Background: an optimization exercise with open tools, aiming at small area and a short achievable clock period. Do not read the settings as production practice.
Power and IR drop assume default switching activity.

## before
==> module awstm, before the edit <==
module awstm(
        pps,
        tevt,
        evt,
        rst_n,
        clk
    );
    input pps;
    input [31:0] tevt;
    output [31:0] evt;
    input rst_n;
    input clk;
    reg r_pps;
    reg r_pps_lock;
    reg [14:0] r_k;           
    reg [26:0] r_td;
    reg [16:0] r_awstm;
    reg [30:0] r_tmev_next;
    reg [17:0] r_set_tmev;    
    reg [10:0] r_tcor;
    reg [7:0]  r_tcor_max;    
    reg r_eq;                 
    reg r_wrap;               
    wire evt_pps = pps & ~r_pps;
    function [16:0] inc17;
        input [16:0] x;
        integer i;
        begin
            for (i = 0; i < 17; i = i + 1)
                inc17[i] = x[i] ^ (&(x | ~((17'd1 << i) - 17'd1)));
        end
    endfunction
    function [16:0] dec17;
        input [16:0] x;
        integer i;
        begin
            for (i = 0; i < 17; i = i + 1)
                dec17[i] = x[i] ^ ~(|(x & ((17'd1 << i) - 17'd1)));
        end
    endfunction
    assign evt = {r_set_tmev[17], 14'd0, r_set_tmev[16:0]};
    wire        low_zero = ~|r_td[18:0];
    wire [6:0]  td_x = r_td[25:19];
    wire [6:0]  a;
    genvar ga;
    generate
        for (ga = 0; ga < 7; ga = ga + 1) begin : g_abs
            if (ga == 0) begin : g0
                assign a[ga] = td_x[ga] ^ (r_td[26] & ~low_zero);
            end else begin : gn
                assign a[ga] = td_x[ga] ^ (r_td[26] & ~(low_zero & ~|td_x[ga-1:0]));
            end
        end
    endgenerate
    wire [6:0]  t1;
    wire [6:0]  t2;
    assign t1[6] = a[6];
    assign t1[5:0] = a[6:1] | a[5:0];
    assign t2[6] = t1[6];
    assign t2[5:0] = t1[6:1] ^ t1[5:0];
    wire [7:0]  tcm_next = {~(t1[1] & t1[2]), t2[0], t2[1], t2[2], t2[3], t2[4], t2[5], t2[6]};
    wire tcor_ge = r_tcor[10:3] >= r_tcor_max;
    wire [16:0] tcor_p1 = inc17({6'd0, r_tcor});
    wire [10:0] tcor_next = tcor_ge ? 11'd0 : tcor_p1[10:0];
    wire eq_next = (tcor_next == {tcm_next, 3'd0});
    wire k_to = r_k[14] & ~r_k[12] & ~r_k[9] & ~r_k[8] & ~r_k[7] & ~r_k[2] & ~r_k[1] & ~r_k[0];
    wire [16:0] k_m1 = dec17({2'd0, r_k});
    wire cor = ~r_wrap & r_eq;
    wire inc0 = r_eq & r_td[26];
    wire inc2 = r_eq & ~r_td[26];
    wire at_99998 = (&r_awstm[16:15]) & (&r_awstm[10:9]) & r_awstm[7] & (&r_awstm[4:1]);
    wire at_99997 = (&r_awstm[16:15]) & (&r_awstm[10:9]) & r_awstm[7] & (&r_awstm[4:2]) & r_awstm[0];
    wire wrap_next = ~r_wrap & ((at_99998 & ~inc0) | (at_99997 & inc2));
    wire [16:0] aws_p1 = inc17(r_awstm);
    wire [15:0] aws_p2h = inc17({1'b0, r_awstm[16:1]});
    wire [16:0] aws_next = r_wrap ? 17'd0 : (inc2 ? {aws_p2h, r_awstm[0]} : (inc0 ? r_awstm : aws_p1));
    wire [14:0] td_l = r_td[14:0];
    wire [11:0] td_h = r_td[26:15];
    wire [15:0] pk_l = {1'b0, td_l} + {1'b0, r_k};
    wire [11:0] td_h_p;
    wire [11:0] td_h_m;
    wire [14:0] pm_l;
    genvar gi;
    generate
        for (gi = 0; gi < 12; gi = gi + 1) begin : g_td_h
            if (gi == 0) begin : g0
                assign td_h_p[gi] = ~td_h[gi];
                assign td_h_m[gi] = ~td_h[gi];
            end else begin : gn
                assign td_h_p[gi] = td_h[gi] ^ (&td_h[gi-1:0]);
                assign td_h_m[gi] = td_h[gi] ^ ~(|td_h[gi-1:0]);
            end
        end
        for (gi = 0; gi < 15; gi = gi + 1) begin : g_pm_l
            if (gi == 0) begin : g0
                assign pm_l[gi] = ~td_l[gi];
            end else begin : gn
                assign pm_l[gi] = td_l[gi] ^ (&(td_l[gi-1:0] ~^ {gi{r_td[26]}}));
            end
        end
    endgenerate
    wire [11:0] pk_h = (r_k[14] == pk_l[15]) ? td_h : (pk_l[15] ? td_h_p : td_h_m);
    wire        pm_c = &(td_l ~^ {15{r_td[26]}});
    wire [11:0] pm_h = pm_c ? (r_td[26] ? td_h_p : td_h_m) : td_h;
    wire [26:0] td_pk = {pk_h, pk_l[14:0]};
    wire [26:0] td_pm = {pm_h, pm_l};
    wire [16:0] tm_l = r_tmev_next[16:0];
    wire        tm_hz = ~|r_tmev_next[30:17];
    wire        tm_ho = &r_tmev_next[30:17];
    wire        l_ones = &tm_l;
    wire [16:0] e = ~(tm_l ^ r_awstm);
    wire [16:0] q;
    assign q[16:0] = {e[16:1] ^ ~(r_awstm[15:0] | ~tm_l[15:0]), ~e[0]};
    wire        m_eq = tm_hz & (&e);
    wire        m_p1 = (&q) & (l_ones ? tm_ho : tm_hz);
    wire        match = m_eq | m_p1;
    wire        tm_gt = ~tm_hz | (tm_l > 17'd99999);
    wire [17:0] tm_sl = {1'b0, tm_l} + {1'b0, tevt[16:0]};
    wire [16:0] tevt_hi_p = inc17({3'd0, tevt[30:17]});
    wire [30:0] tm_sum = {tm_sl[17] ? tevt_hi_p[13:0] : tevt[30:17], tm_sl[16:0]};
    wire [17:0] tm_dl = {1'b0, tm_l} + 18'd31073;
    wire [16:0] tm_hi_m = dec17({3'd0, r_tmev_next[30:17]});
    wire [30:0] tm_sub = {tm_dl[17] ? r_tmev_next[30:17] : tm_hi_m[13:0], tm_dl[16:0]};
    wire [30:0] tm_keep = tm_gt ? tm_sub : r_tmev_next;
    always @(posedge clk or negedge rst_n) begin
        if (rst_n == 1'b0) begin
            r_pps <= 1'b0;
            r_pps_lock <= 1'b0;
            r_k <= 15'd9999;
            r_td <= 27'd0;
            r_tcor <= 11'd0;
            r_tcor_max <= 8'd128;
            r_eq <= 1'b0;
            r_wrap <= 1'b0;
            r_awstm <= 17'd0;
            r_tmev_next <= 31'd0;
            r_set_tmev <= 18'd0;
        end else begin
            r_pps <= pps;
            r_tcor_max <= tcm_next;
            r_tcor <= tcor_next;
            r_eq <= eq_next;
            r_wrap <= wrap_next;
            if (evt_pps) begin
                r_pps_lock <= 1'b1;
                r_k <= 15'd9999;
            end else if (k_to) begin
                r_pps_lock <= 1'b0;
                r_k <= 15'd4999;
            end else begin
                r_k <= k_m1[14:0];
            end
            if (cor)
                r_td <= td_pm;
            else if (evt_pps)
                r_td <= td_pk;
            r_awstm <= aws_next;
            if (match)
                r_set_tmev <= {r_pps_lock, r_awstm};
            r_tmev_next <= (match & ~tm_gt) ? tm_sum : tm_keep;
        end
    end
endmodule
export LEC_CHECK = 0
export CAP_MARGIN = 20
export CORE_MARGIN = 2
export CORE_UTILIZATION = 40
export CTS_BUF_LIST = sky130_fd_sc_hd__clkbuf_8
export PLACE_DENSITY = 0.6
export SETUP_SLACK_MARGIN = 2.5
export SLEW_MARGIN = 20
create_clock -name core_clock -period 6.0 [get_ports {clk}]
standard.sh (not shown) runs the stock make flow with config.mk's settings and CLKGATE_MAP_FILE= SYNTH_SCRIPT=/design/flow/synth_recipe.tcl, a recipe that flattens the netlist after the stock synthesis.
==> flow/flow/run.sh <==
#!/bin/bash
# Standard ORFS layout; the only change is the cell used to buffer the ports.
set -euo pipefail
bash standard.sh finish "BUFFER_PORTS_ARGS=-buffer_cell sky130_fd_sc_hd__buf_1" > make_finish.log 2>&1
> inputs changed (before -> after)
-- flow/design.v --
<<< before, line 42
    assign evt = {r_set_tmev[17], 14'd0, r_set_tmev[16:0]};
    wire        low_zero = ~|r_td[18:0];
    wire [6:0]  td_x = r_td[25:19];
    wire [6:0]  a;
    genvar ga;
    generate
        for (ga = 0; ga < 7; ga = ga + 1) begin : g_abs
            if (ga == 0) begin : g0
                assign a[ga] = td_x[ga] ^ (r_td[26] & ~low_zero);
            end else begin : gn
                assign a[ga] = td_x[ga] ^ (r_td[26] & ~(low_zero & ~|td_x[ga-1:0]));
            end
        end
    endgenerate
    wire [6:0]  t1;
    wire [6:0]  t2;
>>> after, line 42
    assign evt = {r_set_tmev[17], 14'd0, r_set_tmev[16:0]};
    wire        low_zero = ~|r_td[18:0];
    wire [6:0]  a = (r_td[25:19] ^ {7{r_td[26]}}) + {6'd0, r_td[26] & low_zero};
    wire [6:0]  t1;
    wire [6:0]  t2;
--- outcome ---
Side by side, first-pass GRT wire length turned out lower in after than in before. Summary of the comparison: number of global-route vias before repair is higher in after, relative to before. | area enclosed by the die boundary | before vs after | ≈ equal |. [compare] base=before new=after: power lost 0.75 mW, maximum fanout along the worst path lost 1, area added between synthesis and finish lost 3.0 points, clock latency at the later pin of the worst-skew pair neither gained nor lost much. In after relative to before, buffer count excluding the clock tree in the final layout had gone down by more than 10%.
No run of this note included a check of the RTL's function; only the layout flow was run.

[afterwards: timing with drivers on the ports]
In the flow no input, the clock included, has a driving cell. The finished layouts below were timed again as built, in two steps.
Step 1, drivers: a clkbuf_16 drives clk and a buf_2 each remaining input, both assumed.
Step 2 moves the port delays by t, midway between the first and last clock arrival at a register: inputs arrive t later, outputs are due t later. That takes back most of the time a late clock gives input paths.
Three values: ideal ports, drivers, drivers and shift; two values: the first two.
run	t (ns)	slack for setup (ns)	worst setup path at the end
before	0.500	2.548 / 2.548 / 2.158	input to register
after	0.487	2.525 / 2.525 / 2.277	input to register
After both steps every run listed still meets setup and hold. For before, which loses most, drivers alone change the setup slack by 0.000 ns; drivers and shift together by -0.390 ns.
